This is an optimization exercise on Yosys and OpenROAD, whose aim is small area and a short achievable clock period, not a production implementation. The RTL was checked by simulation tests, not by an equivalence proof against the original design. Power is estimated from default activity; no workload was simulated.

==> flow/design.v <==
module Registers (
  input  [22:0] fa,
  input  [22:0] fb,
  input         sa,
  input         sb,
  input  [7:0]  s0,
  input         gt_e,
  input         eq_e,
  input         fge,
  input  [7:0]  eL,
  output [31:0] Sum
);
  wire        agb = gt_e | (eq_e & fge);    
  wire [7:0]  dd  = s0 ^ {8{~gt_e}};
  wire        sub = sa ^ sb;
  wire [23:0] ma = {1'b1, fa}, mb = {1'b1, fb};
  wire [23:0] mL = agb ? ma : mb;
  wire [23:0] mP = agb ? (gt_e ? {1'b0, mb[23:1]} : mb) : ma;
  wire [23:0] mS = (|dd[7:5]) ? 24'd0 : mP >> dd[4:0];
  wire [23:0] s;
  wire        c;
  CSA #(24) add (.a(mL), .b(mS ^ {24{sub}}), .cin(sub), .s(s), .cout(c));
  wire [24:0] r = {c ^ sub, s};
  wire [4:0]  lz;
  wire [24:0] rs;
  normalizer n (.r(r), .lz(lz), .o(rs));
  wire        z  = ~|r;
  wire [7:0]  e1 = eL + 8'd1;
  wire [7:0]  e2 = eL + 8'd2;
  wire [7:0]  pe = z ? 8'd0 : e1 - {3'd0, lz};
  wire        of = (&eL) | (~z & (e2 == {3'd0, lz}));
  wire        sign = (agb ? sa : sb) & ~z;
  assign Sum = of ? 32'd0 : {sign, pe, rs[23:1]};
endmodule
module four_bit_adder #(parameter N = 23) (input [N-1:0] a, input [N-1:0] b, output ge);
  wire [N-1:0] s;
  CSA #(N) c (.a(a), .b(~b), .cin(1'b1), .s(s), .cout(ge));
endmodule
module CSA #(parameter N = 24) (input [N-1:0] a, input [N-1:0] b, input cin,
                                output [N-1:0] s, output cout);
  wire [N-1:0] g0 = a & b;
  wire [N-1:0] p0 = a ^ b;
  reg  [N-1:0] g, p;
  integer i, l;
  always @* begin
    g = g0;
    p = p0;
    g[0] = g0[0] | (p0[0] & cin);
    for (l = 0; (1 << l) < N; l = l + 1)
      for (i = 0; i < N; i = i + 1)
        if (i & (1 << l)) begin
          g[i] = g[i] | (p[i] & g[((i >> l) << l) - 1]);
          p[i] = p[i] & p[((i >> l) << l) - 1];
        end
  end
  assign s    = p0 ^ {g[N-2:0], cin};
  assign cout = g[N-1];
endmodule
module normalizer (input [24:0] r, output [4:0] lz, output [24:0] o);
  wire [31:0] x0 = {r, 7'd0};
  reg  [15:0] a1, c1;    
  reg  [7:0]  a2;
  reg  [15:0] c2;
  reg  [3:0]  a3;
  reg  [11:0] c3;
  reg  [1:0]  a4;
  reg  [7:0]  c4;
  integer g;
  always @* begin
    for (g = 0; g < 16; g = g + 1) begin
      a1[g] = ~(x0[2*g+1] | x0[2*g]);
      c1[g] = ~x0[2*g+1];
    end
    for (g = 0; g < 8; g = g + 1) begin
      a2[g] = a1[2*g+1] & a1[2*g];
      c2[2*g +: 2] = a1[2*g+1] ? {1'b1, c1[2*g]} : {1'b0, c1[2*g+1]};
    end
    for (g = 0; g < 4; g = g + 1) begin
      a3[g] = a2[2*g+1] & a2[2*g];
      c3[3*g +: 3] = a2[2*g+1] ? {1'b1, c2[4*g +: 2]} : {1'b0, c2[4*g+2 +: 2]};
    end
    for (g = 0; g < 2; g = g + 1) begin
      a4[g] = a3[2*g+1] & a3[2*g];
      c4[4*g +: 4] = a3[2*g+1] ? {1'b1, c3[6*g +: 3]} : {1'b0, c3[6*g+3 +: 3]};
    end
  end
  assign lz = a4[1] ? {1'b1, c4[3:0]} : {1'b0, c4[7:4]};
  wire [31:0] x1 = lz[4] ? {x0[15:0], 16'd0} : x0;
  wire [31:0] x2 = lz[3] ? {x1[23:0], 8'd0} : x1;
  wire [31:0] x3 = lz[2] ? {x2[27:0], 4'd0} : x2;
  wire [31:0] x4 = lz[1] ? {x3[29:0], 2'd0} : x3;
  wire [31:0] x5 = lz[0] ? {x4[30:0], 1'd0} : x4;
  assign o  = x5[31:7];
endmodule
module FPA (
  input  [31:0] A,
  input  [31:0] B,
  output [7:0]  s0,       
  output        gt_e,     
  output        eq_e,     
  output        fge,      
  output [7:0]  eL        
);
  wire [7:0] ea = A[30:23], eb = B[30:23];
  CSA #(8) c (.a(ea), .b(~eb), .cin(1'b0), .s(s0), .cout(gt_e));
  assign eq_e = ea == eb;
  four_bit_adder #(23) cmp (.a(A[22:0]), .b(B[22:0]), .ge(fge));
  assign eL    = gt_e ? ea : eb;
endmodule
module FPA_final (
  input         clk,
  input         rst,
  input  [31:0] in1,
  input  [31:0] in2,
  output reg [31:0] OUT
);
  wire       gt_n, eq_n, fge_n;
  wire [7:0] s0_n, eL_n;
  FPA B1 (.A(in1), .B(in2), .s0(s0_n), .gt_e(gt_n), .eq_e(eq_n), .fge(fge_n),
          .eL(eL_n));
  reg [22:0] fa, fb;
  reg        sa, sb, gt_e, eq_e, fge, rst_d;
  reg [7:0]  s0, eL;
  always @(posedge clk) begin
    fa    <= in1[22:0];
    fb    <= in2[22:0];
    sa    <= in1[31];
    sb    <= in2[31];
    s0    <= s0_n;
    gt_e  <= gt_n;
    eq_e  <= eq_n;
    fge   <= fge_n;
    eL    <= eL_n;
    rst_d <= rst;
  end
  wire [31:0] C;
  Registers M (.fa(fa), .fb(fb), .sa(sa), .sb(sb), .s0(s0), .gt_e(gt_e),
               .eq_e(eq_e), .fge(fge), .eL(eL), .Sum(C));
  always @(posedge clk) begin
    if (rst)
      OUT <= 32'd0;
    else if (rst_d)
      OUT <= 32'h00800000;
    else
      OUT <= C;
  end
endmodule
==> flow/flow/run.sh <==
#!/bin/bash
# Standard layout with three changes: the full/half-adder extraction pass is
# skipped in synthesis (ABC maps the prefix adders directly), the ports get
# sky130 buf_1 buffers, and the repair passes aim below the design's period.
cp config.mk config_orig.log
cat >> config.mk <<'EOC'
export ADDER_MAP_FILE =
export SETUP_SLACK_MARGIN = 16.3
export BUFFER_PORTS_ARGS = -buffer_cell sky130_fd_sc_hd__buf_1
EOC
bash standard.sh > standard_run.log 2>&1
==> flow/standard.sh <==
#!/bin/bash
# synth_recipe.tcl (not shown) runs the flow's synth.tcl, then flattens the netlist and writes it again
# the make line also repeats each setting of config.mk as NAME=value (left out here)
make -C /OpenROAD-flow-scripts/flow DESIGN_CONFIG=/design/flow/config.mk WORK_HOME=/design/flow/orfs CLKGATE_MAP_FILE= SYNTH_SCRIPT=/design/flow/synth_recipe.tcl "${@:-finish}"
==> flow/config.mk <==
export PLATFORM = sky130hd
export DESIGN_NAME = FPA_final
export DESIGN_NICKNAME = FPA_final
export VERILOG_FILES = /design/flow/design.v
export SDC_FILE = /design/flow/constraint.sdc
export NUM_CORES = 4
export LEC_CHECK = 0
export ABC_AREA = 1
export CAP_MARGIN = 20
export CORE_MARGIN = 2
export CORE_UTILIZATION = 40
export SLEW_MARGIN = 20
export ADDER_MAP_FILE =
export SETUP_SLACK_MARGIN = 16.3
export BUFFER_PORTS_ARGS = -buffer_cell sky130_fd_sc_hd__buf_1
==> flow/constraint.sdc <==
create_clock -name core_clock -period 22.0 [get_ports {clk}]
set_input_delay 4.4000 -clock core_clock [delete_from_list [all_inputs] [get_ports {clk}]]
set_output_delay 4.4000 -clock core_clock [all_outputs]
set_load 0.01 [all_outputs]
==> flow_metrics.tcl, run 1 <==
set metrics [dict create \
    wire_per_inst_um 13.3 \
    timing.rr.end "OUT[10]$_SDFF_PP0_" \
    r2r_start "gt_e$_DFF_P_" \
    core_area_um2 21700 \
    clock_skew_ns 0.0129 \
    hold_start "rst_d$_DFF_P_" \
    die_w_um 152 \
    dr.pass1.iters 8 \
    dp_hpwl_mm 19.0 \
    start_util_pct 40.4 \
    synth_warnings 5 \
    die_h_um 152 \
    clock-sinks 100 \
    cts_hold_buf 0 \
    end_kind "flop" \
    grt_pass1_wl_mm 40.3 \
    r2r_setup_slack_ns 16.78 \
    crit_chain "buf_8, inv_6, nand2_4, a31oi_4, nor2_2, a211oi_2, o21ai_2, a221oi_2, or2_4, a31oi_4, o31ai_4, a21oi_2, o2111ai_2" \
    min_path_cells 2 \
    p_total_mw 0.944 \
    routed_wl_mm 25.2 \
    fmax_mhz 171 \
    synth_cells 1515 \
    worst-slew-pin-transition_ns 0.864 \
    antenna_found_initial 0 \
    path_max_fanout 2 \
    drc_errors 0 \
    setup_viol 0 \
    drive_gt1_share_pct 12.8 \
    startpoint_type "input port" \
    dp.cells 1842 \
    peakVddDrop_v 0.0000378 \
    grt_use_total_pct 20.7 \
    syn_nets 1581 \
    cp.arrival_ns 6.14 \
    die_area_um2 23100 \
    fin_nets 1675 \
    fin_crit_sh_pct 26.6 \
    path_class "input port to flop" \
    synth_edf_count 0 \
    drt_iter0_drc 570 \
    cap_viol_max_count 0 \
    synth-seq-cells 100 \
    syn_to_final_growth_pct 17.6 \
    diodes 0 \
    cp_data_required_time_ns 22.28 \
    run_status "timing/DRC/antenna clean" \
    cts_root_buf "clkbuf_16" \
    gp_congestion 0.913 \
    clk_path_buf_depth 2 \
    ff2ff_path_depth 32 \
    fin_crit_ns 5.86 \
    globalRoute.totalOverflow 0 \
    port_buffers 97 \
    num_vias 9643 \
    layoutNonFillerInstCount 1894 \
    cts_tree "done" \
    ys_seq_area_share_pct 22.8 \
    clk_pin_slew_ns 0.08 \
    cts_made_buffers 9 \
    syn_area_per_cell_um2 5.79 \
    leakagePower_nw 5.07 \
    num-fill-cells 2289 \
    fin_setup_tns_ns 0 \
    hold_end "OUT[23]$_SDFF_PP0_" \
    final_antenna_net_count 0 \
    slew-limit-headroom_pct 42.2 \
    async_flop_share_pct 0 \
    synth_cell_type_count 60 \
    clock_latency_ns 0.36 \
    cts_max_level 3 \
    first_global_vias 8525 \
    rsz0062_at_grt "yes" \
    syn-cell-area_um2 8770 \
    crit_path_frequent_cell "a31oi_4" \
    slowest_delay_ns 0.23 \
    synth_ff_type "dfxtp_1" \
    num_io_pins 98 \
    power.density_nw_per_um2 91.5 \
    slowest_stage "a211oi_2" \
    grt_start_max_net_pins 48 \
    finalHoldViolations 0 \
    slew_viol_final 0 \
    rows 54 \
    hold_class "flop to flop" \
    viasPerCell 5.09 \
]
==> synthesized netlist by cell type (6+ instances only) <==
master	instances	area, µm²
o21ai_0	61	305
nor2_1	100	375
xnor2_1	9	78.8
xor2_1	16	140
o21ai_1	18	90.1
o211ai_1	8	60.1
or2_2	18	113
buf_4	6	45.0
a21oi_2	23	201
buf_2	25	125
inv_2	19	71.3
dfxtp_1	100	2000
nand2_1	505	1900
nor3_1	10	50.1
nand3_1	284	1420
clkbuf_1	13	48.8
nand4_1	15	93.8
a21oi_1	31	155
nand2_2	15	93.8
nor2_2	6	37.5
inv_1	143	537
or2_1	8	50.1
nand3b_1	10	75.1
==> cell type report <==
type / instances / area, µm² / area share [%]
inverter: 165 / 669 / 6.49
multi-input combinational: 1203 / 6250 / 60.6
tap: 280 / 350 / 3.40
sequential: 100 / 2000 / 19.4
timing repair buffer: 130 / 689 / 6.68
clock inverter: 6 / 119 / 1.15
clock buffer: 10 / 229 / 2.22
==> state kept, by name, indices dropped and copies added (netlist names) <==
signal	flops
fge	1
sb	1
fa	23
OUT	32
eq_e	1
s0	8
gt_e	1
fb	23
eL	8
rst_d	1
sa	1
==> routing by layer <==
layer	routed length (µm)	up-vias	track usage, %
met5	0	-	0
met4	609	0	6.14
met3	1130	42	2.74
met2	11900	245	35.1
met1	11600	4239	27.4
li1	-	5117	-
==> cells in the final DEF, fill, tap and decap left out, types with 21 or more instances in the layout <==
master	netlist	routed
o21ai_1	18	21
dfxtp_1	100	100
inv_1	143	140
o21ai_0	61	54
buf_1	4	91
nand3_1	284	283
a21oi_2	23	27
a21oi_1	31	26
nor2_1	100	90
buf_4	6	29
nand2_1	505	498
==> critical path: cells and delay by family <==
family                 cells  cell delay (ns)
AND/OR/NAND/NOR            3             0.26
AO/OA/AOI/OAI              8             1.32
buffers and inverters      2             0.15
==> metrics by stage <==
step / hold WS (ns) / setup WS [ns] / instance area (µm²) / utilization [%]
global placement: 0.444 / 14.91 / 9240 / 42.6
global route: 0.491 / 16.04 / 10300 / 47.6
detailed placement: 0.451 / 14.72 / 9260 / 42.7
finish: 0.448 / 16.14 / 10300 / 47.6
floorplan: 0.424 / 15.90 / 8820 / -
CTS: 0.450 / 16.11 / 9840 / 45.4
==> power breakdown <==
part	switching, mW	internal, mW
sequential	0.00941	0.203
combinational	0.368	0.176
clock	0.0738	0.113
==> cell families (layout without fill, tap and decap cells) <==
| group | after synthesis | in the layout | share of synthesized area (%) |
|---|---|---|---|
| compound gates | 169 | 169 | 11.7 |
| flops | 100 | 100 | 22.8 |
| simple gates | 993 | 1000 | 50.9 |
| mux | 5 | 5 | 0.571 |
| fa+ha+maj | 1 | 1 | 0.114 |
| buf+inv | 219 | 311 | 10.6 |
| xor+xnor | 28 | 28 | 3.31 |
==> repair_timing <==
action / 4_1_cts / 5_1_grt
pin swaps: 14 / 30
gates cloned: 2 / 5
setup buffers: 8 / 21
gates resized for setup: 43 / 62
endpoints found under the setup margin: 43 / 42
==> worst max-delay path by stage <==
stage	startpoint	to	slack, ns	cells past startpoint
finish	in2[1]	fge$_DFF_P_	16.14	13
global route	in2[1]	fge$_DFF_P_	16.04	13
CTS	in2[1]	fge$_DFF_P_	16.11	13
detailed placement	gt_e$_DFF_P_	OUT[0]$_SDFF_PP0_	14.72	36
global placement	gt_e$_DFF_P_	OUT[0]$_SDFF_PP0_	14.91	34
floorplan	in1[23]	eL[6]$_DFF_P_	15.90	14
==> run 2: changes to the inputs <==
--- a/flow/flow/run.sh
+++ b/flow/flow/run.sh
@@ -5,7 +5,7 @@
 cp config.mk config_orig.log
 cat >> config.mk <<'EOC'
 export ADDER_MAP_FILE =
-export SETUP_SLACK_MARGIN = 16.3
+export SETUP_SLACK_MARGIN = 15.3
 export BUFFER_PORTS_ARGS = -buffer_cell sky130_fd_sc_hd__buf_1
 EOC
 bash standard.sh > standard_run.log 2>&1
--- a/flow/config.mk
+++ b/flow/config.mk
@@ -11,5 +11,5 @@
 export CORE_UTILIZATION = 40
 export SLEW_MARGIN = 20
 export ADDER_MAP_FILE =
-export SETUP_SLACK_MARGIN = 16.3
+export SETUP_SLACK_MARGIN = 15.3
 export BUFFER_PORTS_ARGS = -buffer_cell sky130_fd_sc_hd__buf_1
==> flow_metrics.tcl, run 2 <==
set metrics [dict create \
    run_status "timing/DRC/antenna clean" \
    power.density_nw_per_um2 92.2 \
    fin_setup_tns_ns 0 \
    path_class "input port to flop" \
    slew-limit-headroom_pct 44.8 \
    slowest_stage "maj3_1" \
    synth_xor_area_share_pct 3.31 \
    drive_gt1_share_pct 7.93 \
    dpl_cell_area_um2 9210 \
    antenna_found_initial 0 \
    synth_most_common_cell "nand2_1" \
    top_regs "OUT (32), fa (23), fb (23)" \
    cp_data_required_time_ns 22.26 \
    fin_nets 1638 \
    cts_tree "done" \
    slew_viol_final 0 \
    clock_skew_ns 0.00935 \
    synth_cell_type_count 60 \
    cts_hold_buf 0 \
    synth_edf_count 0 \
    largest_register_ffs 32 \
    num_vias 9280 \
    synth_warnings 5 \
    ys_seq_area_share_pct 22.8 \
    ys_top_cells_by_count "nand2_1, nand3_1, inv_1" \
    whs_ns 0.451 \
    num-fill-cells 2382 \
    clock-sinks 100 \
    fmax_mhz 158 \
    synth_compound_area_share_pct 11.7 \
    viasPerCell 5.00 \
    fin_crit_ns 6.32 \
    rows 54 \
    postLayoutCoreUtil_pct 44.0 \
    wire_per_inst_um 12.6 \
    dp_hpwl_mm 19.0 \
    min_path_cells 2 \
    async_flop_share_pct 0 \
    leakagePower_nw 4.77 \
    gp_congestion 0.911 \
    slowest_delay_ns 0.37 \
    syn_area_per_cell_um2 5.79 \
    crit_chain "buf_1, nor2_1, maj3_1, a21oi_1, o21bai_1, a21oi_1, nor2_1, nor2_1, a21oi_1, nand2_1, nand2_1, o21ai_0" \
    cts_max_level 3 \
    startpoint_type "input port" \
    p_total_mw 0.880 \
    synth_ff_type "dfxtp_1" \
    clk_pin_slew_ns 0.07 \
    dr.pass1.iters 5 \
    dp_slack_ns 14.71 \
    fin_crit_sh_pct 28.7 \
    core_area_um2 21700 \
    num_io_pins 98 \
    synth_area_leaders "dfxtp_1, nand2_1, nand3_1" \
    muxShareOfSynthArea_pct 0.571 \
    grt_pass1_wl_mm 39.5 \
    path_max_fanout 15 \
    setup_viol 0 \
    grt_start_max_net_pins 48 \
    die_w_um 152 \
    end_kind "flop" \
    yosysTopAreaCell "dfxtp_1" \
    dp.cells 1841 \
    seqCellArea_um2 2000 \
    synth_cells 1515 \
    die_area_um2 23100 \
    ff2ff_path_depth 35 \
    yosys.area.top_type_share_pct 22.8 \
    top_register "OUT" \
    rsz0062_at_grt "no" \
    final_cell_mix "nand2_1, nand3_1, inv_1" \
    cp.arrival_ns 6.58 \
    hold_class "flop to flop" \
    multi_input_area_um2 5880 \
    port_buffers 97 \
    postCtsSetupRepairBufs 0 \
    diodes 0 \
    globalRoute.totalOverflow 0 \
    worst_slack_ns 15.68 \
    die_h_um 152 \
    final_antenna_net_count 0 \
    first_global_vias 8424 \
    worst-slew-pin-transition_ns 0.823 \
    drt_iter0_drc 565 \
    final_common_cell "nand2_1" \
    finalHoldViolations 0 \
    peakVddDrop_v 0.0000352 \
    synth_top_family_by_area "simple AND/OR/NAND/NOR gates" \
    drc_errors 0 \
    syn_nets 1581 \
    syn-cell-area_um2 8770 \
    synth_simple_gate_area_share_pct 50.9 \
    cap_viol_max_count 0 \
    syn_to_final_growth_pct 8.86 \
    yosys.area_share.adder_pct 0.114 \
    clock_latency_ns 0.36 \
    clk_path_buf_depth 2 \
    routed_wl_mm 23.3 \
    synth-seq-cells 100 \
    layoutNonFillerInstCount 1857 \
    start_util_pct 40.4 \
    cts_made_buffers 9 \
    cts_root_buf "clkbuf_16" \
    stdcell_area_um2 9550 \
    grt_use_total_pct 20.1 \
]
==> run 2: worst max-delay path: cells and delay by family <==
| family | cells | cell delay, ns |
|---|---|---|
| AOI/OAI and AO/OA | 5 | 1.03 |
| and+or+nand+nor | 5 | 0.64 |
| adders and majority gates | 1 | 0.37 |
| buffers and inverters | 1 | 0.15 |
==> run 2: worst paths after layout <==
kind                                    start                 end  slack (ns)
worst max-delay path                  in2[23]       eL[3]$_DFF_P_       15.68
worst min-delay path            rst_d$_DFF_P_  OUT[23]$_SDFF_PP0_        0.45
worst max register to register   gt_e$_DFF_P_   OUT[0]$_SDFF_PP0_       16.13
worst min register to register  rst_d$_DFF_P_  OUT[23]$_SDFF_PP0_        0.45
==> run 2: layout make-up <==
type | count | share of cell area, %
Clock inverter | 7 | 0.721
Multi-Input combinational cell | 1196 | 61.6
Timing Repair Buffer | 100 | 4.13
Inverter | 165 | 6.57
Sequential cell | 100 | 21.0
Clock buffer | 9 | 2.36
Tap cell | 280 | 3.67
==> run 2: per-layer routing <==
layer  track usage, %  wire (µm)  vias to the layer above
met5                0          0                        -
li1                 -          -                     5027
met4             5.47        392                        0
met1             27.2      11200                     4057
met2             33.6      10700                      172
met3             2.88       1040                       24
==> run 2: timing repair <==
item / 4_1_cts / 5_1_grt
hold endpoints to repair: 0 / 0
endpoints found under the setup margin: 32 / 32
resized for setup: 3 / 6
==> run 2: power breakdown <==
part	leakage (nW)	switching [mW]	internal (mW)
combinational	3.79	0.350	0.159
clock	0.143	0.0785	0.0798
sequential	0.836	0.00936	0.203
==> run 2: kinds of logic (layout without fill, tap and decap cells) <==
family | count (synthesis) | count (layout)
AND/OR/NAND/NOR | 993 | 993
multiplexers | 5 | 5
XOR/XNOR | 28 | 28
adder cells (fa/ha/maj) | 1 | 1
AO/OA/AOI/OAI | 169 | 169
flip-flops | 100 | 100
buffers and inverters | 219 | 281
==> run 3: changes to the inputs <==
--- a/flow/flow/run.sh
+++ b/flow/flow/run.sh
@@ -5,7 +5,7 @@
 cp config.mk config_orig.log
 cat >> config.mk <<'EOC'
 export ADDER_MAP_FILE =
-export SETUP_SLACK_MARGIN = 15.3
+export SETUP_SLACK_MARGIN = 16.05
 export BUFFER_PORTS_ARGS = -buffer_cell sky130_fd_sc_hd__buf_1
 EOC
 bash standard.sh > standard_run.log 2>&1
--- a/flow/config.mk
+++ b/flow/config.mk
@@ -11,5 +11,5 @@
 export CORE_UTILIZATION = 40
 export SLEW_MARGIN = 20
 export ADDER_MAP_FILE =
-export SETUP_SLACK_MARGIN = 15.3
+export SETUP_SLACK_MARGIN = 16.05
 export BUFFER_PORTS_ARGS = -buffer_cell sky130_fd_sc_hd__buf_1
==> flow_metrics.tcl, run 3 <==
set metrics [dict create \
    run_status "timing/DRC/antenna clean" \
    syn_nets 1581 \
    core_area_um2 21700 \
    diodes 0 \
    dr.pass1.iters 6 \
    drc_errors 0 \
    power.density_nw_per_um2 91.3 \
    syn_to_final_growth_pct 13.0 \
    drive_gt1_share_pct 10.6 \
    synth_edf_count 0 \
    gp_congestion 0.898 \
    cts_max_level 3 \
    drt_iter0_drc 613 \
    synth_cell_type_count 60 \
    cts_hold_buf 0 \
    die_h_um 152 \
    path_class "input port to flop" \
    final_cell_mix "nand2_1, nand3_1, inv_1" \
    synth_most_common_cell "nand2_1" \
    finalHoldViolations 0 \
    first_global_vias 8248 \
    yosysTopAreaCell "dfxtp_1" \
    globalRoute.totalOverflow 0 \
    num_io_pins 98 \
    fmax_mhz 170 \
    cts_tree "done" \
    cts_root_buf "clkbuf_16" \
    top_regs "OUT (32), fa (23), fb (23)" \
    ys_seq_area_share_pct 22.8 \
    syn-cell-area_um2 8770 \
    cts_made_buffers 9 \
    synth_area_leaders "dfxtp_1, nand2_1, nand3_1" \
    yosys.area.top_type_share_pct 22.8 \
    antenna_found_initial 0 \
    slew-limit-headroom_pct 42.6 \
    fin_setup_tns_ns 0 \
    clock-sinks 100 \
    syn_area_per_cell_um2 5.79 \
    startpoint_type "input port" \
    synth_cells 1515 \
    wire_per_inst_um 13.1 \
    setup_viol 0 \
    grt_pass1_wl_mm 39.4 \
    synth_warnings 5 \
    clk_path_buf_depth 2 \
    leakagePower_nw 4.89 \
    stdcell_area_um2 9910 \
    dp_hpwl_mm 19.2 \
    grt_start_max_net_pins 48 \
    top_register "OUT" \
    routed_wl_mm 24.5 \
    worst-slew-pin-transition_ns 0.856 \
    viasPerCell 5.11 \
    port_buffers 97 \
    final_antenna_net_count 0 \
    cap_viol_max_count 0 \
    start_util_pct 40.4 \
    end_kind "flop" \
    peakVddDrop_v 0.0000379 \
    grt_use_total_pct 20.2 \
    die_w_um 152 \
    rsz0062_at_grt "yes" \
    ys_top_cells_by_count "nand2_1, nand3_1, inv_1" \
    rows 54 \
    num_vias 9553 \
    async_flop_share_pct 0 \
    path_max_fanout 2 \
    clock_latency_ns 0.36 \
    die_area_um2 23100 \
    hold_class "flop to flop" \
    largest_register_ffs 32 \
    num-fill-cells 2341 \
    cp_data_required_time_ns 22.27 \
    fin_crit_ns 5.87 \
    fin_nets 1652 \
    synth_ff_type "dfxtp_1" \
    slew_viol_final 0 \
    synth-seq-cells 100 \
    cp.arrival_ns 6.14 \
    fin_crit_sh_pct 26.7 \
    final_common_cell "nand2_1" \
    clock_skew_ns 0.0122 \
    clk_pin_slew_ns 0.07 \
    dpl_cell_area_um2 9250 \
]
==> run 3: cell counts after synthesis <==
No cell type changed its count.
==> run 3: routing by layer <==
layer | wire length, µm | vias to the layer above | track usage, %
met5 | 0 | - | 0
met4 | 565 | 0 | 5.56
met3 | 845 | 29 | 2.85
met2 | 11500 | 185 | 33.8
met1 | 11600 | 4272 | 27.2
li1 | - | 5067 | -
==> run 3: final timing paths <==
| path | to | start | slack, ns | cells after the start |
|---|---|---|---|---|
| worst max-delay path | fge$_DFF_P_ | in2[1] | 16.13 | 13 |
| worst max register to register | OUT[0]$_SDFF_PP0_ | gt_e$_DFF_P_ | 16.56 | 33 |
| worst min-delay path | OUT[23]$_SDFF_PP0_ | rst_d$_DFF_P_ | 0.46 | 2 |
| worst min register to register | OUT[23]$_SDFF_PP0_ | rst_d$_DFF_P_ | 0.46 | 2 |
==> run 3: report_power, final <==
part / internal (mW) / switching (mW) / leakage, nW / total, mW
clock network: 0.0856 / 0.0746 / 0.151 / 0.160
logic: 0.169 / 0.363 / 3.90 / 0.533
registers: 0.203 / 0.00940 / 0.836 / 0.213
total: 0.458 / 0.447 / 4.89 / 0.905
==> run 3: cell type report <==
cell class                 count  area [µm²]  share of cell area (%)
tap                          280         350                    3.53
clock inverter                 5        48.8                   0.492
clock buffer                  11         253                    2.55
inverter                     165         663                    6.69
sequential                   100        2000                    20.2
timing repair inverter         1        7.51                  0.0757
timing repair buffer         108         494                    4.99
multi-input combinational   1201        6090                    61.5
==> run 3: worst max-delay path, cell delays in order <==
cell       delay, ns
buf_8           0.10
inv_8           0.05
nand2_4         0.05
a31oi_4         0.13
nor2_2          0.05
a211oi_2        0.19
o21ai_2         0.10
a221oi_2        0.22
or2_4           0.15
a31oi_1         0.07
o31ai_1         0.25
a21oi_1         0.14
o2111ai_1       0.23
==> run 3: cells by family (layout without fill, tap and decap cells) <==
logic type	after synthesis	count (layout)	synth area share (%)
DFF	100	100	22.8
adders and majority gates	1	1	0.114
AOI/OAI and AO/OA	169	169	11.7
xor gates and xnor gates	28	28	3.31
muxes	5	5	0.571
and+or+nand+nor	993	998	50.9
buffers and inverters	219	290	10.6
==> run 3: stage by stage <==
| step | util, % | power, mW | hold slack (ns) | worst slack, ns | std cells |
|---|---|---|---|---|---|
| final | 45.7 | 0.905 | 0.457 | 16.13 | 1871 |
| after global routing | 45.7 | 0.986 | 0.505 | 15.97 | 1871 |
| after CTS | 44.3 | 0.889 | 0.455 | 16.01 | 1857 |
| after detailed placement | 42.6 | 0.724 | 0.447 | 14.72 | 1841 |
| after global placement | 42.6 | 0.721 | 0.444 | 14.88 | 1840 |
| after floorplan | - | 0.618 | 0.424 | 15.90 | 1515 |
==> run 3: timing repair <==
item                                    in CTS  in global routing
endpoints found under the setup margin      41                 40
pin swaps                                    3                 11
setup buffers                                0                  8
gates resized for setup                     17                 50
endpoints found under the hold margin        0                  0
gates cloned                                 0                  6
==> run 4: changes to the inputs <==
--- a/flow/flow/run.sh
+++ b/flow/flow/run.sh
@@ -5,7 +5,7 @@
 cp config.mk config_orig.log
 cat >> config.mk <<'EOC'
 export ADDER_MAP_FILE =
-export SETUP_SLACK_MARGIN = 16.05
+export SETUP_SLACK_MARGIN = 15.8
 export BUFFER_PORTS_ARGS = -buffer_cell sky130_fd_sc_hd__buf_1
 EOC
 bash standard.sh > standard_run.log 2>&1
--- a/flow/config.mk
+++ b/flow/config.mk
@@ -9,7 +9,8 @@
 export CAP_MARGIN = 20
 export CORE_MARGIN = 2
 export CORE_UTILIZATION = 40
+export CTS_BUF_LIST = sky130_fd_sc_hd__clkbuf_8
 export SLEW_MARGIN = 20
 export ADDER_MAP_FILE =
-export SETUP_SLACK_MARGIN = 16.05
+export SETUP_SLACK_MARGIN = 15.8
 export BUFFER_PORTS_ARGS = -buffer_cell sky130_fd_sc_hd__buf_1
==> flow_metrics.tcl, run 4 <==
set metrics [dict create \
    run_status "timing/DRC/antenna clean" \
    top_regs "OUT (32), fa (23), fb (23)" \
    viasPerCell 5.05 \
    gr-usage-met3_pct 3.22 \
    p_total_mw 0.850 \
    antenna_found_initial 0 \
    slowest_delay_ns 0.39 \
    p_int_mw 0.409 \
    top_register "OUT" \
    yosys.area.top_type_share_pct 22.8 \
    power.density_nw_per_um2 89.0 \
    synth_cells 1515 \
    drc_errors 0 \
    syn_nets 1581 \
    cts_made_buffers 9 \
    fmax_mhz 167 \
    rsz0062_at_grt "no" \
    p_clk_share_pct 14.1 \
    setup_viol 0 \
    routed_wl_mm 24.2 \
    synth_edf_count 0 \
    cts_tree "done" \
    combPwrFrac_pct 60.9 \
    worst-slew-pin-transition_ns 0.808 \
    r2r_setup_slack_ns 16.40 \
    hold_class "flop to flop" \
    dp_hpwl_mm 19.1 \
    ys_seq_area_share_pct 22.8 \
    largest_register_ffs 32 \
    cts_root_buf "clkbuf_8" \
    clock-sinks 100 \
    crit_chain "buf_1, nor2_1, maj3_1, a21oi_2, o21bai_2, a21oi_2, nor2_1, nor2_1, a21oi_1, nand2_1, nand2_4, nand2_1, o21ai_0" \
    p_sw_mw 0.441 \
    final_common_cell "nand2_1" \
    slew-limit-headroom_pct 45.8 \
    die_area_um2 23100 \
    yosysTopAreaCell "dfxtp_1" \
    cap_viol_max_count 0 \
    globalRoute.totalOverflow 0 \
    fin_crit_sh_pct 27.2 \
    final_antenna_net_count 0 \
    synth_most_common_cell "nand2_1" \
    switching_share_pct 51.9 \
    num_vias 9402 \
    ys_top_cells_by_count "nand2_1, nand3_1, inv_1" \
    cts_hold_buf 0 \
    fin_crit_ns 5.98 \
    cts_max_level 3 \
    first_global_vias 8327 \
    synth_area_leaders "dfxtp_1, nand2_1, nand3_1" \
    start_util_pct 40.4 \
    drive_gt1_share_pct 8.60 \
    clock_latency_ns 0.40 \
    core_area_um2 21700 \
    cp.arrival_ns 6.25 \
    path_max_fanout 15 \
    slowest_stage "maj3_1" \
    drt_iter0_drc 583 \
    diodes 0 \
    grt_use_total_pct 20.3 \
    clk_pin_slew_ns 0.11 \
    syn_to_final_growth_pct 8.89 \
    die_h_um 152 \
    end_kind "flop" \
    syn_area_per_cell_um2 5.79 \
    cp_data_required_time_ns 22.27 \
    synth_warnings 5 \
    async_flop_share_pct 0 \
    gp_congestion 0.906 \
    path_class "input port to flop" \
    busiest_layer "met2" \
    synth_cell_type_count 60 \
    synth-seq-cells 100 \
    use_met1_pct 27.2 \
    fin_setup_tns_ns 0 \
    dr.pass1.iters 5 \
    pwr-share-seq_pct 25.0 \
    finalHoldViolations 0 \
    die_w_um 152 \
    clk_path_buf_depth 2 \
    final_cell_mix "nand2_1, nand3_1, inv_1" \
    wire_per_inst_um 13.0 \
    num_io_pins 98 \
    fin_nets 1642 \
    peakVddDrop_v 0.0000316 \
    grt_start_max_net_pins 48 \
    startpoint_type "input port" \
    leakagePower_nw 4.75 \
    slew_viol_final 0 \
    syn-cell-area_um2 8770 \
    rows 54 \
    port_buffers 97 \
    grt_pass1_wl_mm 39.7 \
    grt_use_met2_pct 34.0 \
    synth_ff_type "dfxtp_1" \
    crit_path_frequent_cell "nor2_1" \
    clock_skew_ns 0.0210 \
]
## run 4: cell counts after synthesis
No cell type changed its count.
## run 4: per-stage QoR
stage                     setup slack [ns]  instance area [µm²]  instances  utilization [%]  hold slack (ns)
final                                16.02                 9550       1861             44.0            0.463
after global placement               14.89                 9220       1841             42.5            0.444
after floorplan                      15.82                 8780       1515                -            0.424
after CTS                            15.80                 9440       1857             43.5            0.468
after global routing                 15.81                 9550       1861             44.0            0.480
after detailed placement             14.72                 9220       1841             42.5            0.450
## run 4: power by group through the flow
stage | Clock, mW | Sequential [mW] | Combinational, mW
after floorplan | 0 | 0.222 | 0.395
after global placement | 0 | 0.217 | 0.503
after detailed placement | 0 | 0.217 | 0.506
after CTS | 0.124 | 0.213 | 0.508
after global routing | 0.130 | 0.215 | 0.588
final | 0.120 | 0.212 | 0.518
## run 4: worst paths after layout
kind,startpoint,to,depth (start not counted)
max,in2[23],eL[3]$_DFF_P_,13
min,rst_d$_DFF_P_,OUT[23]$_SDFF_PP0_,2
max reg2reg,gt_e$_DFF_P_,OUT[30]$_SDFF_PP0_,28
min reg2reg,rst_d$_DFF_P_,OUT[23]$_SDFF_PP0_,2
## run 4: area by class of cell
cell class / instances / area, µm²
Clock buffer: 9 / 124
Multi-Input combinational cell: 1198 / 5960
Timing Repair Buffer: 101 / 400
Tap cell: 280 / 350
Inverter: 165 / 643
Clock inverter: 7 / 67.6
Sequential cell: 100 / 2000
Timing Repair inverter: 1 / 7.51
Fill cell: 2377 / 12100
## run 4: metal layers
layer  up-vias  routed length [µm]
li1       5043                   -
met1      4135               11700
met2       199               11200
met3        25                 959
met4         0                 385
met5         -                   0
## run 4: logic make-up (layout without fill, tap and decap cells)
family	count (synthesis)	in the layout	share of synthesized area, %
adders and majority gates	1	1	0.114
and+or+nand+nor	993	995	50.9
xor gates and xnor gates	28	28	3.31
DFF	100	100	22.8
buffers and inverters	219	283	10.6
AOI/OAI and AO/OA	169	169	11.7
muxes	5	5	0.571
## run 4: critical path, delay by kind of cell
kind	cells	cell delay [ns]
AOI/OAI and AO/OA	5	0.69
buffers and inverters	1	0.15
adders and majority gates	1	0.39
and+or+nand+nor	6	0.62
## run 4: timing repair
item | CTS | global route
cloned | 0 | 3
pin swaps | 0 | 2
resized for setup | 6 | 24
buffers inserted | 0 | 1
setup endpoints to repair | 32 | 41
==> run 5: changes to the inputs <==
--- a/flow/config.mk
+++ b/flow/config.mk
@@ -9,7 +9,7 @@
 export CAP_MARGIN = 20
 export CORE_MARGIN = 2
 export CORE_UTILIZATION = 40
-export CTS_BUF_LIST = sky130_fd_sc_hd__clkbuf_8
+export GPL_TIMING_DRIVEN = 1
 export SLEW_MARGIN = 20
 export ADDER_MAP_FILE =
 export SETUP_SLACK_MARGIN = 15.8
==> flow_metrics.tcl, run 5 <==
set metrics [dict create \
    run_status "timing/DRC/antenna clean" \
    antenna_found_initial 0 \
    drive_gt1_share_pct 8.66 \
    power.density_nw_per_um2 92.1 \
    die_area_um2 23100 \
    yosysTopAreaCell "dfxtp_1" \
    synth_warnings 5 \
    globalRoute.totalOverflow 0 \
    yosys.area.top_type_share_pct 22.8 \
    drt_iter0_drc 625 \
    synth_ff_type "dfxtp_1" \
    fmax_mhz 167 \
    async_flop_share_pct 0 \
    slew-limit-headroom_pct 45.2 \
    top_register "OUT" \
    synth_cells 1515 \
    clock-sinks 100 \
    synth_area_leaders "dfxtp_1, nand2_1, nand3_1" \
    p_int_mw 0.445 \
    grt_pass1_wl_mm 39.8 \
    grt_use_total_pct 20.4 \
    syn-cell-area_um2 8770 \
    cts_root_buf "clkbuf_16" \
    cp_data_required_time_ns 22.23 \
    viasPerCell 5.04 \
    num_io_pins 98 \
    slowest_stage "maj3_1" \
    grt_start_max_net_pins 48 \
    die_h_um 152 \
    drc_errors 0 \
    postLayoutCoreUtil_pct 44.5 \
    dp_hpwl_mm 19.1 \
    peakVddDrop_v 0.0000361 \
    worst-slew-pin-transition_ns 0.818 \
    fin_crit_sh_pct 27.3 \
    rows 54 \
    cts_max_level 3 \
    slew_viol_final 0 \
    synth_edf_count 0 \
    clk_pin_slew_ns 0.08 \
    synth_most_common_cell "nand2_1" \
    dr.pass1.iters 5 \
    clock_latency_ns 0.36 \
    num_vias 9380 \
    setup_viol 0 \
    cp.arrival_ns 6.24 \
    p_sw_mw 0.445 \
    gp_congestion 0.906 \
    synth_cell_type_count 60 \
    p_total_mw 0.890 \
    pwr-share-seq_pct 23.9 \
    crit_path_frequent_cell "nor2_1" \
    hold_class "flop to flop" \
    cts_made_buffers 9 \
    fin_crit_ns 6.00 \
    clk_path_buf_depth 2 \
    path_class "input port to flop" \
    diodes 0 \
    first_global_vias 8370 \
    clock_skew_ns 0.0109 \
    fin_setup_tns_ns 0 \
    syn_nets 1581 \
    wire_per_inst_um 13.0 \
    ys_seq_area_share_pct 22.8 \
    worst_slack_ns 16.00 \
    end_kind "flop" \
    p_clk_share_pct 17.9 \
    crit_chain "buf_1, nor2_1, maj3_1, a21oi_2, o21bai_2, a21oi_2, nor2_1, nor2_1, a21oi_1, nand2_1, nand2_4, nand2_1, o21ai_0" \
    cts_hold_buf 0 \
    path_max_fanout 15 \
    finalHoldViolations 0 \
    startpoint_type "input port" \
    cts_tree "done" \
    switching_share_pct 50.0 \
    final_cell_mix "nand2_1, nand3_1, inv_1" \
    start_util_pct 40.4 \
    final_common_cell "nand2_1" \
    combPwrFrac_pct 58.2 \
    final_antenna_net_count 0 \
    core_area_um2 21700 \
    synth-seq-cells 100 \
    syn_area_per_cell_um2 5.79 \
    largest_register_ffs 32 \
    slowest_delay_ns 0.39 \
    top_regs "OUT (32), fa (23), fb (23)" \
    routed_wl_mm 24.1 \
    port_buffers 97 \
    dp_slack_ns 14.72 \
    fin_nets 1643 \
    cap_viol_max_count 0 \
    rsz0062_at_grt "no" \
    syn_to_final_growth_pct 10.1 \
    leakagePower_nw 4.80 \
    ys_top_cells_by_count "nand2_1, nand3_1, inv_1" \
    die_w_um 152 \
]
## run 5: cell types whose count changed in the layout (fill, tap and decap cells not counted)
cell / previous run / this run
clkbuf_8: 10 / 0
clkbuf_16: 0 / 9
buf_4: 3 / 4
buf_6: 0 / 1
## run 5: stage by stage
stage          hold WS, ns  std cells  cell area (µm²)
6_report             0.459       1862             9660
5_1_grt              0.474       1862             9660
4_1_cts              0.463       1857             9540
3_5_place_dp         0.450       1841             9220
3_3_place_gp         0.444       1841             9220
2_1_floorplan        0.424       1515             8780
## run 5: critical path, delay by kind of cell
| family | cells | cell delay (ns) |
|---|---|---|
| buf+inv | 1 | 0.15 |
| fa+ha+maj | 1 | 0.39 |
| compound gates | 5 | 0.68 |
| simple gates | 6 | 0.62 |
## run 5: kinds of logic after synthesis
family / share of synthesized area (%)
adder cells (fa/ha/maj): 0.114
XOR/XNOR: 3.31
flip-flops: 22.8
multiplexers: 0.571
AND/OR/NAND/NOR: 50.9
AO/OA/AOI/OAI: 11.7
buffers and inverters: 10.6
## run 5: worst paths after layout
check / slack (ns) / cells past startpoint / start / to
min reg2reg: 0.46 / 2 / rst_d$_DFF_P_ / OUT[23]$_SDFF_PP0_
max: 16.00 / 13 / in2[23] / eL[3]$_DFF_P_
min: 0.46 / 2 / rst_d$_DFF_P_ / OUT[23]$_SDFF_PP0_
max reg2reg: 16.45 / 35 / gt_e$_DFF_P_ / OUT[30]$_SDFF_PP0_
## run 5: power by group through the flow
| stage | Sequential [mW] | Combinational (mW) | Clock, mW |
|---|---|---|---|
| after floorplan | 0.222 | 0.395 | 0 |
| after global placement | 0.217 | 0.503 | 0 |
| after detailed placement | 0.217 | 0.506 | 0 |
| after CTS | 0.213 | 0.508 | 0.164 |
| after global routing | 0.215 | 0.588 | 0.172 |
| final | 0.213 | 0.517 | 0.160 |
## run 5: repair_timing
| action | CTS | global route |
|---|---|---|
| hold endpoints to repair | 0 | 0 |
| pin swaps | 0 | 3 |
| cloned | 0 | 3 |
| setup endpoints to repair | 37 | 40 |
| gates resized for setup | 7 | 22 |
| buffers inserted | 0 | 2 |
## run 5: area by class of cell
cell class              count  area (µm²)
clock buffers               9         225
clock inverters             7        67.6
fillers                  2360       12000
inverters                 165         643
multi-input cells        1198        5960
flip-flops and latches    100        2000
well taps                 280         350
repair buffers            102         405
repair inverters            1        7.51
## run 5: per-layer routing
metal	vias up	wire length [µm]	global-route usage [%]
li1	5045	-	-
met1	4116	11500	27.2
met2	196	11300	34.4
met3	23	986	3.45
met4	0	336	5.16
met5	-	0	0
==> run 6: changes to the inputs <==
--- a/flow/config.mk
+++ b/flow/config.mk
@@ -9,7 +9,7 @@
 export CAP_MARGIN = 20
 export CORE_MARGIN = 2
 export CORE_UTILIZATION = 40
-export GPL_TIMING_DRIVEN = 1
+export PLACE_DENSITY = 0.7
 export SLEW_MARGIN = 20
 export ADDER_MAP_FILE =
 export SETUP_SLACK_MARGIN = 15.8
==> flow_metrics.tcl, run 6 <==
set metrics [dict create \
    drc_errors 0 \
    viasPerCell 5.10 \
    slowest_stage "maj3_1" \
    slew_viol_final 0 \
    clock-sinks 100 \
    hold_start "rst_d$_DFF_P_" \
    slew-limit-headroom_pct 45.0 \
    cts_hold_buf 0 \
    die_area_um2 23100 \
    yosys.area.top_type_share_pct 22.8 \
    startpoint_type "input port" \
    clock_skew_ns 0.0122 \
    synth_cell_type_count 60 \
    leakagePower_nw 4.78 \
    num_vias 9487 \
    ys_seq_area_share_pct 22.8 \
    routed_wl_mm 23.3 \
    drive_gt1_share_pct 8.54 \
    cts_made_buffers 9 \
    synth-seq-cells 100 \
    cap_viol_max_count 0 \
    cp.arrival_ns 6.31 \
    grt_start_max_net_pins 48 \
    wire_per_inst_um 12.5 \
    num_io_pins 98 \
    clock_latency_ns 0.36 \
    final_common_cell "nand2_1" \
    diodes 0 \
    synth_most_common_cell "nand2_1" \
    top_regs "OUT (32), fa (23), fb (23)" \
    path_class "input port to flop" \
    largest_register_ffs 32 \
    end_kind "flop" \
    hold_class "flop to flop" \
    worst-slew-pin-transition_ns 0.820 \
    fin_crit_sh_pct 27.6 \
    syn_nets 1581 \
    ys_top_cells_by_count "nand2_1, nand3_1, inv_1" \
    grt_use_total_pct 19.5 \
    path_max_fanout 15 \
    run_status "timing/DRC/antenna clean" \
    path_buf_inv 1 \
    rows 54 \
    postLayoutCoreUtil_pct 44.4 \
    synth_ff_type "dfxtp_1" \
    slowest_delay_ns 0.38 \
    synth_area_leaders "dfxtp_1, nand2_1, nand3_1" \
    cts_max_level 3 \
    startpoint "in2[23]" \
    core_area_um2 21700 \
    synth_cells 1515 \
    crit_chain "buf_1, nor2_1, maj3_1, a21oi_2, o21bai_1, a21oi_2, nor2_1, nor2_1, a21oi_2, nand2_1, nand2_4, nand2_1, o21ai_0" \
    syn_area_per_cell_um2 5.79 \
    cp_data_required_time_ns 22.24 \
    grt_pass1_wl_mm 38.5 \
    dp_hpwl_mm 18.4 \
    setup_viol 0 \
    start_util_pct 40.4 \
    cts_root_buf "clkbuf_16" \
    first_global_vias 8274 \
    rsz0062_at_grt "no" \
    dp.cells 1841 \
    synth_edf_count 0 \
    globalRoute.totalOverflow 0 \
    clk_pin_slew_ns 0.08 \
    port_buffers 97 \
    cts_tree "done" \
    die_h_um 152 \
    gp_congestion 0.911 \
    dr.pass1.iters 5 \
    syn-cell-area_um2 8770 \
    yosysTopAreaCell "dfxtp_1" \
    fin_crit_ns 6.07 \
    async_flop_share_pct 0 \
    peakVddDrop_v 0.0000420 \
    final_antenna_net_count 0 \
    clk_path_buf_depth 2 \
    r2r_start "gt_e$_DFF_P_" \
    synth_warnings 5 \
    antenna_found_initial 0 \
    syn_to_final_growth_pct 9.86 \
    fin_setup_tns_ns 0 \
    cp_top_family "compound AO/OA/AOI/OAI gates" \
    drt_iter0_drc 680 \
    fmax_mhz 165 \
    die_w_um 152 \
    top_register "OUT" \
    final_cell_mix "nand2_1, nand3_1, inv_1" \
    layoutNonFillerInstCount 1860 \
    fin_nets 1641 \
    power.density_nw_per_um2 92.0 \
    finalHoldViolations 0 \
]
==> run 6: report_power, final <==
group	switching (mW)	internal, mW	total [mW]
clock	0.0764	0.0819	0.158
combinational	0.355	0.161	0.516
sequential	0.00928	0.203	0.212
total	0.440	0.446	0.887
==> run 6: layout make-up <==
| class | instances | area, µm² |
|---|---|---|
| multi-input cells | 1198 | 5940 |
| inverters | 165 | 646 |
| repair buffers | 100 | 390 |
| clock inverters | 6 | 58.8 |
| fillers | 2302 | 12100 |
| flip-flops and latches | 100 | 2000 |
| repair inverters | 1 | 5.00 |
| well taps | 280 | 350 |
| clock buffers | 10 | 239 |
==> run 6: worst register-to-register path: cells and delay by family, from the launching register on <==
family	cells	cell delay [ns]
buf+inv	4	1.16
flops	1	0.32
compound gates	1	0.16
xor+xnor	1	0.48
simple gates	24	3.39
==> run 6: path summary, 6_finish.rpt <==
kind | endpoint | slack, ns | cells after the start
setup / recovery | eL[6]$_DFF_P_ | 15.93 | 13
hold reg to reg | OUT[23]$_SDFF_PP0_ | 0.45 | 2
hold / removal | OUT[23]$_SDFF_PP0_ | 0.45 | 2
setup reg to reg | OUT[21]$_SDFF_PP0_ | 16.41 | 30
==> run 6: cells by family after synthesis <==
group	after synthesis	synth area share, %
AOI/OAI and AO/OA	169	11.7
xor gates and xnor gates	28	3.31
adders and majority gates	1	0.114
buffers and inverters	219	10.6
DFF	100	22.8
muxes	5	0.571
and+or+nand+nor	993	50.9
==> run 6: metal layers <==
layer	up-vias	routed length, µm	GRT usage [%]	part of all wire [%]
li1	5030	-	-	-
met1	4211	10900	26.1	47
met2	223	11000	33.2	47
met3	23	921	2.57	4.0
met4	0	404	5.03	1.7
met5	-	0	0	0
==> run 6: repair_timing <==
| action | in CTS | in global routing |
|---|---|---|
| hold endpoints to repair | 0 | 0 |
| gates resized for setup | 8 | 18 |
| pin swaps | 0 | 2 |
| buffers inserted | 0 | 0 |
| endpoints found under the setup margin | 37 | 40 |
| gates cloned | 0 | 3 |
==> run 6: stage by stage <==
stage,area [µm²],power [mW],setup slack (ns),hold slack (ns)
6_report,9640,0.887,15.93,0.452
5_1_grt,9640,0.965,15.80,0.480
4_1_cts,9550,0.881,15.89,0.451
3_5_place_dp,9220,0.719,14.79,0.446
3_3_place_gp,9220,0.714,15.01,0.439
2_1_floorplan,8780,0.617,15.82,0.424
==> run 7: changes to the inputs <==
--- a/flow/config.mk
+++ b/flow/config.mk
@@ -9,7 +9,6 @@
 export CAP_MARGIN = 20
 export CORE_MARGIN = 2
 export CORE_UTILIZATION = 40
-export PLACE_DENSITY = 0.7
 export SLEW_MARGIN = 20
 export ADDER_MAP_FILE =
 export SETUP_SLACK_MARGIN = 15.8
==> flow_metrics.tcl, run 7 <==
set metrics [dict create \
    run_status "timing/DRC/antenna clean" \
    worst_slack_ns 16.00 \
    seqCellArea_um2 2000 \
    rows 54 \
    cp_data_required_time_ns 22.23 \
    min_path_cells 2 \
    end_kind "flop" \
    wire_per_inst_um 13.0 \
    dr.pass1.iters 5 \
    fin_setup_tns_ns 0 \
    setup_viol 0 \
    synth_cells 1515 \
    cts_made_buffers 9 \
    grt_pass1_wl_mm 39.8 \
    cp.arrival_ns 6.24 \
    dp_slack_ns 14.72 \
    ff2ff_path_depth 35 \
    clock_skew_ns 0.0109 \
    slew-limit-headroom_pct 45.2 \
    hold_start "rst_d$_DFF_P_" \
    ys_seq_area_share_pct 22.8 \
    multi_input_area_um2 5960 \
    drt_iter0_drc 625 \
    synth_most_common_cell "nand2_1" \
    fin_crit_ns 6.00 \
    slowest_delay_ns 0.39 \
    final_antenna_net_count 0 \
    fmax_mhz 167 \
    peakVddDrop_v 0.0000361 \
    synth_edf_count 0 \
    routed_wl_mm 24.1 \
    gp_congestion 0.906 \
    path_class "input port to flop" \
    cts_root_buf "clkbuf_16" \
    rsz0062_at_grt "no" \
    crit_path_frequent_cell "nor2_1" \
    syn_area_per_cell_um2 5.79 \
    path_max_fanout 15 \
    num_io_pins 98 \
    drc_errors 0 \
    globalRoute.totalOverflow 0 \
    hold_class "flop to flop" \
    port_buffers 97 \
    synth_cell_type_count 60 \
    cap_viol_max_count 0 \
    top_regs "OUT (32), fa (23), fb (23)" \
    ys_top_cells_by_count "nand2_1, nand3_1, inv_1" \
    clock-sinks 100 \
    slew_viol_final 0 \
    power.density_nw_per_um2 92.1 \
    finalHoldViolations 0 \
    clk_pin_slew_ns 0.08 \
    first_global_vias 8370 \
    start_util_pct 40.4 \
    largest_register_ffs 32 \
    slowest_stage "maj3_1" \
    startpoint_type "input port" \
    antenna_found_initial 0 \
    num_vias 9380 \
    p_total_mw 0.890 \
    cts_tree "done" \
    worst-slew-pin-transition_ns 0.818 \
    r2r_start "gt_e$_DFF_P_" \
    die_area_um2 23100 \
    final_cell_mix "nand2_1, nand3_1, inv_1" \
    syn-cell-area_um2 8770 \
    final_common_cell "nand2_1" \
    grt_start_max_net_pins 48 \
    syn_to_final_growth_pct 10.1 \
    yosys.area.top_type_share_pct 22.8 \
    cts_max_level 3 \
    clk_path_buf_depth 2 \
    drive_gt1_share_pct 8.66 \
    synth_ff_type "dfxtp_1" \
    grt_use_total_pct 20.4 \
    stdcell_area_um2 9660 \
    top_register "OUT" \
    yosysTopAreaCell "dfxtp_1" \
    dp_hpwl_mm 19.1 \
    synth_area_leaders "dfxtp_1, nand2_1, nand3_1" \
    viasPerCell 5.04 \
    fin_nets 1643 \
    die_h_um 152 \
    async_flop_share_pct 0 \
    synth_warnings 5 \
    postLayoutCoreUtil_pct 44.5 \
    syn_nets 1581 \
    fin_crit_sh_pct 27.3 \
    synth-seq-cells 100 \
    startpoint "in2[23]" \
    crit_chain "buf_1, nor2_1, maj3_1, a21oi_2, o21bai_2, a21oi_2, nor2_1, nor2_1, a21oi_1, nand2_1, nand2_4, nand2_1, o21ai_0" \
    core_area_um2 21700 \
    num-fill-cells 2360 \
    leakagePower_nw 4.80 \
    die_w_um 152 \
    dpl_cell_area_um2 9220 \
    r2r_setup_slack_ns 16.45 \
    clock_latency_ns 0.36 \
    diodes 0 \
]
-- run 7: cell counts after synthesis --
No cell type changed its count.
-- run 7: cells by family after synthesis --
kind of cell | share of synthesized area [%]
mux | 0.571
fa+ha+maj | 0.114
buf+inv | 10.6
flops | 22.8
compound gates | 11.7
simple gates | 50.9
xor+xnor | 3.31
-- run 7: metal layers --
metal,track usage (%),wire (µm),vias to the layer above
met2,34.4,11300,196
met3,3.45,986,23
met1,27.2,11500,4116
met4,5.16,336,0
li1,-,-,5045
met5,0,0,-
-- run 7: per-stage QoR --
stage,cells,hold WS (ns)
floorplan,1515,0.424
global route,1862,0.474
CTS,1857,0.463
global placement,1841,0.444
detailed placement,1841,0.450
finish,1862,0.459
-- run 7: path summary, 6_finish.rpt --
kind | to
min reg2reg | OUT[23]$_SDFF_PP0_
min | OUT[23]$_SDFF_PP0_
max reg2reg | OUT[30]$_SDFF_PP0_
max | eL[3]$_DFF_P_
-- run 7: critical path, delay by kind of cell --
kind	cells	cell delay, ns
AOI/OAI and AO/OA	5	0.68
and+or+nand+nor	6	0.62
adders and majority gates	1	0.39
buffers and inverters	1	0.15
-- run 7: final cells by class --
| type | count | share of cell area (%) |
|---|---|---|
| clock buffers | 9 | 2.33 |
| clock inverters | 7 | 0.700 |
| inverters | 165 | 6.66 |
| multi-input cells | 1198 | 61.7 |
| flip-flops and latches | 100 | 20.7 |
| well taps | 280 | 3.63 |
| repair buffers | 102 | 4.20 |
| repair inverters | 1 | 0.0777 |
-- run 7: report_power, final --
part | switching (mW) | total, mW | internal (mW)
combinational | 0.356 | 0.517 | 0.162
sequential | 0.00944 | 0.213 | 0.203
clock | 0.0800 | 0.160 | 0.0797
total | 0.445 | 0.890 | 0.445
-- run 7: timing repair --
| item | 4_1_cts | 5_1_grt |
|---|---|---|
| cloned | 0 | 3 |
| buffers inserted | 0 | 2 |
| hold buffers | 0 | 0 |
| gates resized for setup | 7 | 22 |
| endpoints found under the setup margin | 37 | 40 |
| pin swaps | 0 | 3 |
==> run 8: changes to the inputs <==
--- a/flow/config.mk
+++ b/flow/config.mk
@@ -9,6 +9,7 @@
 export CAP_MARGIN = 20
 export CORE_MARGIN = 2
 export CORE_UTILIZATION = 40
+export CTS_BUF_LIST = sky130_fd_sc_hd__clkbuf_8 sky130_fd_sc_hd__clkbuf_16
 export SLEW_MARGIN = 20
 export ADDER_MAP_FILE =
 export SETUP_SLACK_MARGIN = 15.8
==> flow_metrics.tcl, run 8 <==
set metrics [dict create \
    run_status "timing/DRC/antenna clean" \
    top_register "OUT" \
    start_util_pct 40.4 \
    yosys.area.top_type_share_pct 22.8 \
    die_h_um 152 \
    cp_data_required_time_ns 22.23 \
    slew-limit-headroom_pct 45.2 \
    dr.pass1.iters 5 \
    async_flop_share_pct 0 \
    rows 54 \
    fin_nets 1643 \
    cts_tree "done" \
    timing.rr.end "OUT[30]$_SDFF_PP0_" \
    peakVddDrop_v 0.0000361 \
    slew_viol_final 0 \
    stdcell_area_um2 9660 \
    r2r_start "gt_e$_DFF_P_" \
    wire_per_inst_um 13.0 \
    syn_nets 1581 \
    first_global_vias 8370 \
    leakagePower_nw 4.80 \
    whs_ns 0.459 \
    core_area_um2 21700 \
    synth_cells 1515 \
    slowest_stage "maj3_1" \
    final_antenna_net_count 0 \
    clock_latency_ns 0.36 \
    grt_pass1_wl_mm 39.8 \
    grt_use_total_pct 20.4 \
    drc_errors 0 \
    viasPerCell 5.04 \
    ys_top_cells_by_count "nand2_1, nand3_1, inv_1" \
    cp_top_family "compound AO/OA/AOI/OAI gates" \
    globalRoute.totalOverflow 0 \
    drt_iter0_drc 625 \
    ff2ff_path_depth 35 \
    endpoint "eL[3]$_DFF_P_" \
    finalHoldViolations 0 \
    path_max_fanout 15 \
    grt_start_max_net_pins 48 \
    clock_skew_ns 0.0109 \
    synth_warnings 5 \
    startpoint_type "input port" \
    cts_max_level 3 \
    synth_ff_type "dfxtp_1" \
    port_buffers 97 \
    fin_crit_ns 6.00 \
    fmax_mhz 167 \
    power.density_nw_per_um2 92.1 \
    clk_pin_slew_ns 0.08 \
    routed_wl_mm 24.1 \
    clock-sinks 100 \
    final_cell_mix "nand2_1, nand3_1, inv_1" \
    synth_cell_type_count 60 \
    worst-slew-pin-transition_ns 0.818 \
    cp.arrival_ns 6.24 \
    slowest_delay_ns 0.39 \
    synth-seq-cells 100 \
    syn_area_per_cell_um2 5.79 \
    synth_area_leaders "dfxtp_1, nand2_1, nand3_1" \
    path_buf_inv 1 \
    crit_chain "buf_1, nor2_1, maj3_1, a21oi_2, o21bai_2, a21oi_2, nor2_1, nor2_1, a21oi_1, nand2_1, nand2_4, nand2_1, o21ai_0" \
    top_regs "OUT (32), fa (23), fb (23)" \
    crit_path_frequent_cell "nor2_1" \
    path_class "input port to flop" \
    startpoint "in2[23]" \
    synth_edf_count 0 \
    drive_gt1_share_pct 8.66 \
    num-fill-cells 2360 \
    largest_register_ffs 32 \
    r2r_setup_slack_ns 16.45 \
    yosysTopAreaCell "dfxtp_1" \
    fin_crit_sh_pct 27.3 \
    end_kind "flop" \
    syn-cell-area_um2 8770 \
    antenna_found_initial 0 \
    synth_most_common_cell "nand2_1" \
    dpl_cell_area_um2 9220 \
    fin_setup_tns_ns 0 \
    setup_viol 0 \
    ys_seq_area_share_pct 22.8 \
    crit_cells 13 \
    gp_congestion 0.906 \
    syn_to_final_growth_pct 10.1 \
    diodes 0 \
    num_vias 9380 \
    die_w_um 152 \
    cts_made_buffers 9 \
    cts_root_buf "clkbuf_16" \
    cap_viol_max_count 0 \
    hold_class "flop to flop" \
    dp_hpwl_mm 19.1 \
    num_io_pins 98 \
    clk_path_buf_depth 2 \
    rsz0062_at_grt "no" \
    die_area_um2 23100 \
    final_common_cell "nand2_1" \
]
## run 8: cell counts in the layout (fill, tap and decap cells not counted)
No cell type changed its count.
## run 8: routing by layer
layer	GRT usage, %	vias to the layer above	wire length [µm]
met5	0	-	0
met4	5.16	0	336
met3	3.45	23	986
met2	34.4	196	11300
met1	27.2	4116	11500
li1	-	5045	-
## run 8: area by class of cell
cell class                 instances  area (µm²)  area share, %
clock buffer                       9         225           2.33
clock inverter                     7        67.6          0.700
inverter                         165         643           6.66
multi-input combinational       1198        5960           61.7
sequential                       100        2000           20.7
tap                              280         350           3.63
timing repair buffer             102         405           4.20
timing repair inverter             1        7.51         0.0777
## run 8: worst min path at each step
| stage | slack [ns] | to | cells after the start | start |
|---|---|---|---|---|
| 6_report | 0.46 | OUT[23]$_SDFF_PP0_ | 2 | rst_d$_DFF_P_ |
| 4_1_cts | 0.46 | OUT[23]$_SDFF_PP0_ | 2 | rst_d$_DFF_P_ |
| 3_3_place_gp | 0.44 | OUT[23]$_SDFF_PP0_ | 2 | rst_d$_DFF_P_ |
| 3_5_place_dp | 0.45 | OUT[23]$_SDFF_PP0_ | 2 | rst_d$_DFF_P_ |
| 2_1_floorplan | 0.42 | OUT[23]$_SDFF_PP0_ | 2 | rst_d$_DFF_P_ |
| 5_1_grt | 0.47 | OUT[23]$_SDFF_PP0_ | 2 | rst_d$_DFF_P_ |
## run 8: power breakdown
part	switching [mW]	internal [mW]
Sequential	0.00944	0.203
Clock	0.0800	0.0797
Combinational	0.356	0.162
## run 8: kinds of logic after synthesis
kind of cell	share of synthesized area (%)
AOI/OAI and AO/OA	11.7
xor gates and xnor gates	3.31
adders and majority gates	0.114
buffers and inverters	10.6
DFF	22.8
muxes	0.571
and+or+nand+nor	50.9
## run 8: worst min-delay path, stage by stage (launching register included)
cell     delay [ns]
dfxtp_1        0.31
inv_1          0.05
a21oi_1        0.06
## run 8: metrics by stage
step / utilization [%] / setup slack [ns] / total power [mW] / instances
6_report: 44.5 / 16.00 / 0.890 / 1862
2_1_floorplan: - / 15.82 / 0.617 / 1515
3_5_place_dp: 42.5 / 14.72 / 0.723 / 1841
5_1_grt: 44.5 / 15.80 / 0.975 / 1862
4_1_cts: 44.0 / 15.80 / 0.885 / 1857
3_3_place_gp: 42.5 / 14.89 / 0.720 / 1841
## run 8: repair_timing
item / CTS / global route
endpoints found under the setup margin: 37 / 40
resized for setup: 7 / 22
gates cloned: 0 / 3
buffers inserted: 0 / 2
hold endpoints to repair: 0 / 0
hold buffers: 0 / 0
pin swaps: 0 / 3
==> run 9: changes to the inputs <==
--- a/flow/flow/run.sh
+++ b/flow/flow/run.sh
@@ -6,6 +6,7 @@
 cat >> config.mk <<'EOC'
 export ADDER_MAP_FILE =
 export SETUP_SLACK_MARGIN = 15.8
+export SETUP_MOVE_SEQUENCE = unbuffer,sizeup,swap,clone,split
 export BUFFER_PORTS_ARGS = -buffer_cell sky130_fd_sc_hd__buf_1
 EOC
 bash standard.sh > standard_run.log 2>&1
--- a/flow/config.mk
+++ b/flow/config.mk
@@ -9,8 +9,8 @@
 export CAP_MARGIN = 20
 export CORE_MARGIN = 2
 export CORE_UTILIZATION = 40
-export CTS_BUF_LIST = sky130_fd_sc_hd__clkbuf_8 sky130_fd_sc_hd__clkbuf_16
 export SLEW_MARGIN = 20
 export ADDER_MAP_FILE =
 export SETUP_SLACK_MARGIN = 15.8
+export SETUP_MOVE_SEQUENCE = unbuffer,sizeup,swap,clone,split
 export BUFFER_PORTS_ARGS = -buffer_cell sky130_fd_sc_hd__buf_1
==> flow_metrics.tcl, run 9 <==
set metrics [dict create \
    rows 54 \
    hold_class "flop to flop" \
    wire_per_inst_um 13.0 \
    slowest_stage "maj3_1" \
    cts_made_buffers 9 \
    run_status "timing/DRC/antenna clean" \
    routed_wl_mm 24.2 \
    synth_warnings 5 \
    clock_skew_ns 0.0137 \
    start_util_pct 40.4 \
    leakagePower_nw 4.79 \
    rsz0062_at_grt "no" \
    p_total_mw 0.891 \
    fin_setup_tns_ns 0 \
    port_buffers 97 \
    ys_top_cells_by_count "nand2_1, nand3_1, inv_1" \
    peakVddDrop_v 0.0000362 \
    slowest_delay_ns 0.39 \
    antenna_found_initial 0 \
    die_w_um 152 \
    die_h_um 152 \
    globalRoute.totalOverflow 0 \
    layoutNonFillerInstCount 1861 \
    cts_max_level 3 \
    power.density_nw_per_um2 92.3 \
    synth_edf_count 0 \
    core_area_um2 21700 \
    synth-seq-cells 100 \
    cap_viol_max_count 0 \
    dpl_cell_area_um2 9220 \
    synth_most_common_cell "nand2_1" \
    drc_errors 0 \
    final_common_cell "nand2_1" \
    dr.pass1.iters 5 \
    synth_cells 1515 \
    dr_wl_met2_mm 11.3 \
    cts_root_buf "clkbuf_16" \
    syn_to_final_growth_pct 10.0 \
    yosys.area.top_type_share_pct 22.8 \
    grt_pass1_wl_mm 39.8 \
    dp.cells 1841 \
    cts_hold_buf 0 \
    clk_path_buf_depth 2 \
    drt_iter0_drc 633 \
    worst-slew-pin-transition_ns 0.827 \
    num_vias 9393 \
    fmax_mhz 167 \
    postLayoutCoreUtil_pct 44.5 \
    fin_crit_sh_pct 27.2 \
    route.met3.wl_um 969 \
    wl_met1_mm 11.6 \
    synth_area_leaders "dfxtp_1, nand2_1, nand3_1" \
    first_global_vias 8370 \
    fin_nets 1642 \
    stdcell_area_um2 9650 \
    final_cell_mix "nand2_1, nand3_1, inv_1" \
    syn_area_per_cell_um2 5.79 \
    finalHoldViolations 0 \
    final_antenna_net_count 0 \
    grt_start_max_net_pins 48 \
    startpoint_type "input port" \
    die_area_um2 23100 \
    path_class "input port to flop" \
    clk_pin_slew_ns 0.08 \
    dr.max_layer_used "met4" \
    slew_viol_final 0 \
    diodes 0 \
    cp_data_required_time_ns 22.23 \
    clock_latency_ns 0.36 \
    cts_tree "done" \
    grt_use_total_pct 20.4 \
    async_flop_share_pct 0 \
    top_regs "OUT (32), fa (23), fb (23)" \
    end_kind "flop" \
    synth_cell_type_count 60 \
    gp_congestion 0.906 \
    dp_hpwl_mm 19.1 \
    ys_seq_area_share_pct 22.8 \
    clock-sinks 100 \
    syn-cell-area_um2 8770 \
    slew-limit-headroom_pct 44.5 \
    yosysTopAreaCell "dfxtp_1" \
    setup_viol 0 \
    viasPerCell 5.05 \
    drive_gt1_share_pct 8.67 \
    syn_nets 1581 \
    fin_crit_ns 5.99 \
    path_max_fanout 15 \
    crit_chain "buf_1, nor2_1, maj3_1, a21oi_2, o21bai_2, a21oi_2, nor2_1, nor2_2, a21oi_1, nand2_1, nand2_4, nand2_1, o21ai_0" \
    cp.arrival_ns 6.22 \
    num_io_pins 98 \
    top_register "OUT" \
    largest_register_ffs 32 \
    synth_ff_type "dfxtp_1" \
]
[run 9: cell count changes in the layout (fill, tap and decap cells not counted), sizes merged]
| cell | delta |
|---|---|
| buf | -2 |
| nor2 | +1 |
[run 9: metrics by stage]
stage                     hold slack (ns)  setup slack, ns
final                               0.459            16.01
after global routing                0.474            15.82
after CTS                           0.463            15.80
after detailed placement            0.450            14.72
after global placement              0.444            14.89
after floorplan                     0.424            15.82
[run 9: cell families after synthesis]
group / share of synthesized area [%]
and+or+nand+nor: 50.9
buffers and inverters: 10.6
AOI/OAI and AO/OA: 11.7
DFF: 22.8
xor gates and xnor gates: 3.31
muxes: 0.571
adders and majority gates: 0.114
[run 9: layout make-up]
type                       count  area [µm²]
clock buffer                   9         225
timing repair inverter         1        7.51
inverter                     165         643
tap                          280         350
multi-input combinational   1199        5960
timing repair buffer         100         390
clock inverter                 7        67.6
fill                        2357       12000
sequential                   100        2000
[run 9: where the power goes]
group          leakage (nW)  switching (mW)  internal, mW
registers             0.836         0.00942         0.203
clock network         0.145          0.0800        0.0797
logic                  3.81           0.357         0.162
total                  4.79           0.446         0.444
[run 9: final timing paths]
check	startpoint	depth (start not counted)	slack (ns)	to
max	in2[23]	13	16.01	eL[3]$_DFF_P_
min	rst_d$_DFF_P_	2	0.46	OUT[23]$_SDFF_PP0_
max reg2reg	gt_e$_DFF_P_	28	16.39	OUT[30]$_SDFF_PP0_
min reg2reg	rst_d$_DFF_P_	2	0.46	OUT[23]$_SDFF_PP0_
[run 9: timing repair]
item                       in CTS  in global routing
setup endpoints to repair      37                 40
pin swaps                       0                  3
setup buffers                   0                  0
cloned                          0                  4
gates resized for setup         7                 23
[run 9: layer usage]
metal / track usage, % / up-vias
met2: 34.4 / 198
met5: 0 / -
met1: 27.2 / 4126
li1: - / 5044
met3: 3.45 / 25
met4: 5.16 / 0
[run 9: worst max-delay path, delay by kind of cell]
kind,cells,cell delay [ns]
adders and majority gates,1,0.39
and+or+nand+nor,6,0.59
buffers and inverters,1,0.15
AOI/OAI and AO/OA,5,0.70

Re-timed with assumed drivers on the ports (clkbuf_16 on the clock, buf_2 on other inputs), run 9 has 16.037 ns of setup slack against 16.011 ns with ideal ports, and 15.635 ns once port delays also move by the mid clock arrival of 0.402 ns.
